This is an optimization exercise on Yosys and OpenROAD, whose aim is small area, a short achievable clock period and few clock cycles per item, not a production implementation.
Only simulation tests tie the RTL to the original design; equivalence was not proved.

==> trial 49: inputs <==
==> flow/design.v (excerpt) <==
module EC_TOP(
    clk, rst_n, in_valid,
    in_Px, in_Py, in_Qx, in_Qy, in_prime, in_a,
    out_valid, out_Rx, out_Ry
);
input clk, rst_n, in_valid;
input [5:0] in_Px, in_Py, in_Qx, in_Qy, in_prime, in_a;
output reg out_valid;
output [5:0] out_Rx, out_Ry;
reg v1, v2;
always @(posedge clk or negedge rst_n) begin
    if (!rst_n) begin
        v1 <= 1'b0;
        v2 <= 1'b0;
    end else begin
        v1 <= in_valid;
        v2 <= v1;
    end
end
reg [5:1] p;         
reg [5:0] Px, Py, Qx, aq;
reg       dbl;
wire      in_dbl = (in_Px == in_Qx);
wire [5:0] rx;
always @(posedge clk) begin
    if (in_valid) begin
        p   <= in_prime[5:1];
        Px  <= in_Px;
        Py  <= in_Py;
        Qx  <= in_Qx;
        dbl <= in_dbl;
    end
end
always @(posedge clk) begin
    if (in_valid)
        aq <= in_dbl ? in_a : in_Qy;
    else if (v2)
        aq <= rx;
end
reg  [5:0] sv;
reg        sflip;
wire [5:0] y;
wire       flip;
always @(posedge clk) begin
    sv    <= y;
    sflip <= flip;
end
  ...
==> module EC_TOP, before the edit <==
module EC_TOP(
    clk, rst_n, in_valid,
    in_Px, in_Py, in_Qx, in_Qy, in_prime, in_a,
    out_valid, out_Rx, out_Ry
);
input clk, rst_n, in_valid;
input [5:0] in_Px, in_Py, in_Qx, in_Qy, in_prime, in_a;
output reg out_valid;
output [5:0] out_Rx, out_Ry;
reg v1, v2;
always @(posedge clk or negedge rst_n) begin
    if (!rst_n) begin
        v1 <= 1'b0;
        v2 <= 1'b0;
    end else begin
        v1 <= in_valid;
        v2 <= v1;
    end
end
reg [5:1] p;         
reg [5:0] Px, Py, Qx, aq;
reg       dbl;
wire      in_dbl = (in_Px == in_Qx);
wire [5:0] rx;
always @(posedge clk) begin
    if (in_valid) begin
        p   <= in_prime[5:1];
        Px  <= in_Px;
        Py  <= in_Py;
        Qx  <= in_Qx;
        dbl <= in_dbl;
    end
end
always @(posedge clk) begin
    if (in_valid)
        aq <= in_dbl ? in_a : in_Qy;
    else if (v2)
        aq <= rx;
end
reg  [5:0] sv;
reg        sflip;
wire [5:0] y;
wire       flip;
always @(posedge clk) begin
    sv    <= y;
    sflip <= flip;
end
EC_COMB u_comb (
    .pu(p), .Px(Px), .Py(Py), .Qx(Qx), .aq(aq), .sv(sv),
    .ph(v2), .sflip(sflip), .dbl(dbl), .y(y), .rx(rx), .flip(flip)
);
always @(posedge clk)
    out_valid <= v2;
assign out_Rx = out_valid ? aq : 6'd0;
assign out_Ry = out_valid ? sv : 6'd0;
endmodule
Settings: LEC_CHECK=0, CAP_MARGIN=20, CORE_MARGIN=2, CORE_UTILIZATION=40, CTS_BUF_LIST=sky130_fd_sc_hd__clkbuf_4 sky130_fd_sc_hd__clkbuf_8, SLEW_MARGIN=20; clock period 90.0 ns.
standard.sh (not shown) runs the stock make flow with config.mk's settings and CLKGATE_MAP_FILE= SYNTH_SCRIPT=/design/flow/synth_recipe.tcl, a recipe that flattens the netlist after the stock synthesis.
==> flow/flow/run.sh <==
#!/bin/bash
# Layout flow: the standard synthesis, then the combinational logic between the
# registers is re-mapped with a stronger ABC script (every register instance, its name
# and its cell type are kept as the standard synthesis made them), then the standard
# layout steps from floorplan to finish.
set -euo pipefail
HERE=$(pwd)
RES=$HERE/orfs/results/${FLOW_PLATFORM}/EC_TOP/base
LIB=$FLOW_HOME/platforms/${FLOW_PLATFORM}/lib/sky130_fd_sc_hd__tt_025C_1v80.lib
YOSYS=$FLOW_HOME/../tools/install/yosys/bin/yosys
[ -x "$YOSYS" ] || YOSYS=yosys

# 1. standard synthesis
bash standard.sh synth > std_synth.log 2>&1
cp $RES/1_2_yosys.v std_synth.v

# 2. re-map the combinational logic
DU=""
for c in $(cat flow/dont_use.txt); do DU="$DU -dont_use $c"; done
cat > resynth.ys <<EOT
read_liberty -ignore_miss_func $LIB
read_verilog std_synth.v
hierarchy -top $FLOW_TOP
setattr -mod -set keep_hierarchy 1 sky130_fd_sc_hd__*df* sky130_fd_sc_hd__*dl*
flatten
opt_clean -purge
tee -o resynth_before.txt stat -liberty $LIB
abc -script $HERE/flow/resynth.abc -liberty $LIB $DU
opt_clean -purge
hilomap -singleton -hicell sky130_fd_sc_hd__conb_1 HI -locell sky130_fd_sc_hd__conb_1 LO
splitnets
opt_clean -purge
select $FLOW_TOP
tee -o resynth_after.txt stat -liberty $LIB
write_verilog -noattr -nohex -nodec -selected resynth.v
EOT
$YOSYS -l resynth.log -q resynth.ys > /dev/null 2>&1
cp resynth.v $RES/1_2_yosys.v
rm -f $RES/1_synth.odb $RES/1_synth.sdc

# 3. standard layout from the new netlist
# the setup margin makes the resizer shorten every register-to-register path
# whose slack is under the margin (so paths longer than 90 - margin ns)
# ports get the smallest plain buffer rather than the resizer's pick (a delay cell)
export BUFFER_PORTS_ARGS="-buffer_cell sky130_fd_sc_hd__buf_1"
SETUP_SLACK_MARGIN=68 bash standard.sh > std_layout.log 2>&1
==> flow/flow/resynth.abc <==
strash
dc2
balance; rewrite; refactor; balance; rewrite; rewrite -z; balance; refactor -z; rewrite -z; balance
dch -f
&get -n
&dch -f
&nf
&put
strash
dc2
balance; rewrite; refactor; balance; rewrite; rewrite -z; balance; refactor -z; rewrite -z; balance
&get -n
&deepsyn -T 20
&put
dch -f
map -a
map -D 16000
topo
Other scripts of this flow, unchanged in this note and not shown: flow/flow/dont_use.txt
==> trial 17 (differences from trial 49) <==
--- a/flow/flow/resynth.abc
+++ b/flow/flow/resynth.abc
@@ -15,4 +15,4 @@
 dch -f
 map -a
-map -D 16000
+map -D 14000
 topo
--- a/flow/config.mk
+++ b/flow/config.mk
@@ -8,5 +8,5 @@
 export CAP_MARGIN = 20
 export CORE_MARGIN = 2
-export CORE_UTILIZATION = 40
+export CORE_UTILIZATION = 50
 export CTS_BUF_LIST = sky130_fd_sc_hd__clkbuf_4 sky130_fd_sc_hd__clkbuf_8
 export SLEW_MARGIN = 20
==> build 24 (differences from trial 49) <==
--- a/flow/design.v
+++ b/flow/design.v
@@ -7,5 +7,5 @@
 input [5:0] in_Px, in_Py, in_Qx, in_Qy, in_prime, in_a;
 output reg out_valid;
-output [5:0] out_Rx, out_Ry;
+output reg [5:0] out_Rx, out_Ry;
 reg v1, v2;
 always @(posedge clk or negedge rst_n) begin
@@ -22,5 +22,4 @@
 reg       dbl;
 wire      in_dbl = (in_Px == in_Qx);
-wire [5:0] rx;
 always @(posedge clk) begin
     if (in_valid) begin
@@ -29,16 +28,11 @@
         Py  <= in_Py;
         Qx  <= in_Qx;
+        aq  <= in_dbl ? in_a : in_Qy;
         dbl <= in_dbl;
     end
 end
-always @(posedge clk) begin
-    if (in_valid)
-        aq <= in_dbl ? in_a : in_Qy;
-    else if (v2)
-        aq <= rx;
-end
 reg  [5:0] sv;
 reg        sflip;
-wire [5:0] y;
+wire [5:0] y, rx;
 wire       flip;
 always @(posedge clk) begin
@@ -50,8 +44,9 @@
     .ph(v2), .sflip(sflip), .dbl(dbl), .y(y), .rx(rx), .flip(flip)
 );
-always @(posedge clk)
+always @(posedge clk) begin
     out_valid <= v2;
-assign out_Rx = out_valid ? aq : 6'd0;
-assign out_Ry = out_valid ? sv : 6'd0;
+    out_Rx    <= v2 ? rx : 6'd0;
+    out_Ry    <= v2 ? y  : 6'd0;
+end
 endmodule
 module EC_COMB(pu, Px, Py, Qx, aq, sv, ph, sflip, dbl, y, rx, flip);
--- a/flow/flow/run.sh
+++ b/flow/flow/run.sh
@@ -42,5 +42,3 @@
 # the setup margin makes the resizer shorten every register-to-register path
 # whose slack is under the margin (so paths longer than 90 - margin ns)
-# ports get the smallest plain buffer rather than the resizer's pick (a delay cell)
-export BUFFER_PORTS_ARGS="-buffer_cell sky130_fd_sc_hd__buf_1"
 SETUP_SLACK_MARGIN=68 bash standard.sh > std_layout.log 2>&1
--- a/flow/flow/resynth.abc
+++ b/flow/flow/resynth.abc
@@ -15,4 +15,4 @@
 dch -f
 map -a
-map -D 16000
+map -D 14000
 topo
--- a/flow/config.mk
+++ b/flow/config.mk
@@ -9,4 +9,3 @@
 export CORE_MARGIN = 2
 export CORE_UTILIZATION = 40
-export CTS_BUF_LIST = sky130_fd_sc_hd__clkbuf_4 sky130_fd_sc_hd__clkbuf_8
 export SLEW_MARGIN = 20
==> summary of the runs <==
- Of trial 17 and build 24, trial 17 has the higher clock-buffer cell count (gap 1).
- The lowest worst hold slack belongs to trial 49, the highest to trial 17.
- In trial 17 the first-iteration DRC count is higher than in build 24, by about 20%.
- Via count, highest first: trial 17, build 24, trial 49.
- Build 24 ran to the end with no violations. Trial 49 completed with no timing, DRC or antenna violations. Trial 17 ran to the end with no violations.
- Between trial 17 and build 24, the lower flip-flop and latch count is in trial 17 (gap 12).
==> figures <==
| metric | trial 17 | build 24 | trial 49 |
|---|---|---|---|
| Area taken by flip-flops and latches | 1110 µm² | 1350 µm² | 1110 µm² |
| Status | no timing/DRC/antenna violations | no timing/DRC/antenna violations | no timing/DRC/antenna violations |
| Share of final-layout standard cells stronger than drive strength 1 | 6.75% | 10.4% | 10.8% |
| Aggregate global-route resource usage | 41.0% | 33.1% | 34.4% |
| Final worst hold slack | 0.374 ns | 0.369 ns | 0.355 ns |
| Worst setup slack after layout | 69.76 ns | 69.64 ns | 69.77 ns |
| Slowest cell on the critical path | sky130_fd_sc_hd__edfxtp_1 | sky130_fd_sc_hd__or4_2 | sky130_fd_sc_hd__or3_2 |
| Required time worst endpoint | 90.22 ns | 90.22 ns | 90.26 ns |
| Number of inserted filler cells in the final layout | 2119 | 2922 | 2706 |
| Horizontal die dimension | 150 µm | 168 µm | 165 µm |
| Buffer cell driving the clock tree root | sky130_fd_sc_hd__clkbuf_8 | sky130_fd_sc_hd__clkbuf_16 | sky130_fd_sc_hd__clkbuf_8 |
Testbench counts of trial 49, summed over its fixed seeds: cycles 9,600, items 3,200.
Testbench counts of trial 17, summed over its fixed seeds: cycles 9,600, items 3,200.
Testbench counts of build 24, summed over its fixed seeds: cycles 9,600, items 3,200.

what the ideal ports hide:
How much do the figures lean on ideal ports? The routed layouts below were timed once more, with nothing changed but the port constraints.
Step 1 assumes that a clkbuf_16 drives the clock port and a buf_2 every other input.
Step 2 times the ports against the registers' clock, not the clock port: input delays grow and output delays shrink by t, the midpoint of the rising clock arrivals with the driver on.
a / b / c = no drivers / after step 1 / after step 2; a / b = the first two.
run | t, ns | setup WS [ns] | cell pins on the clock port's net
trial 49 | 0.338 | 69.771 / 69.771 / 69.771 | 1
trial 17 | 0.350 | 69.756 / 69.756 / 69.756 | 1
build 24 | 0.349 | 69.636 / 69.636 / 69.636 | 1
After both steps setup and hold are still met in every run listed.
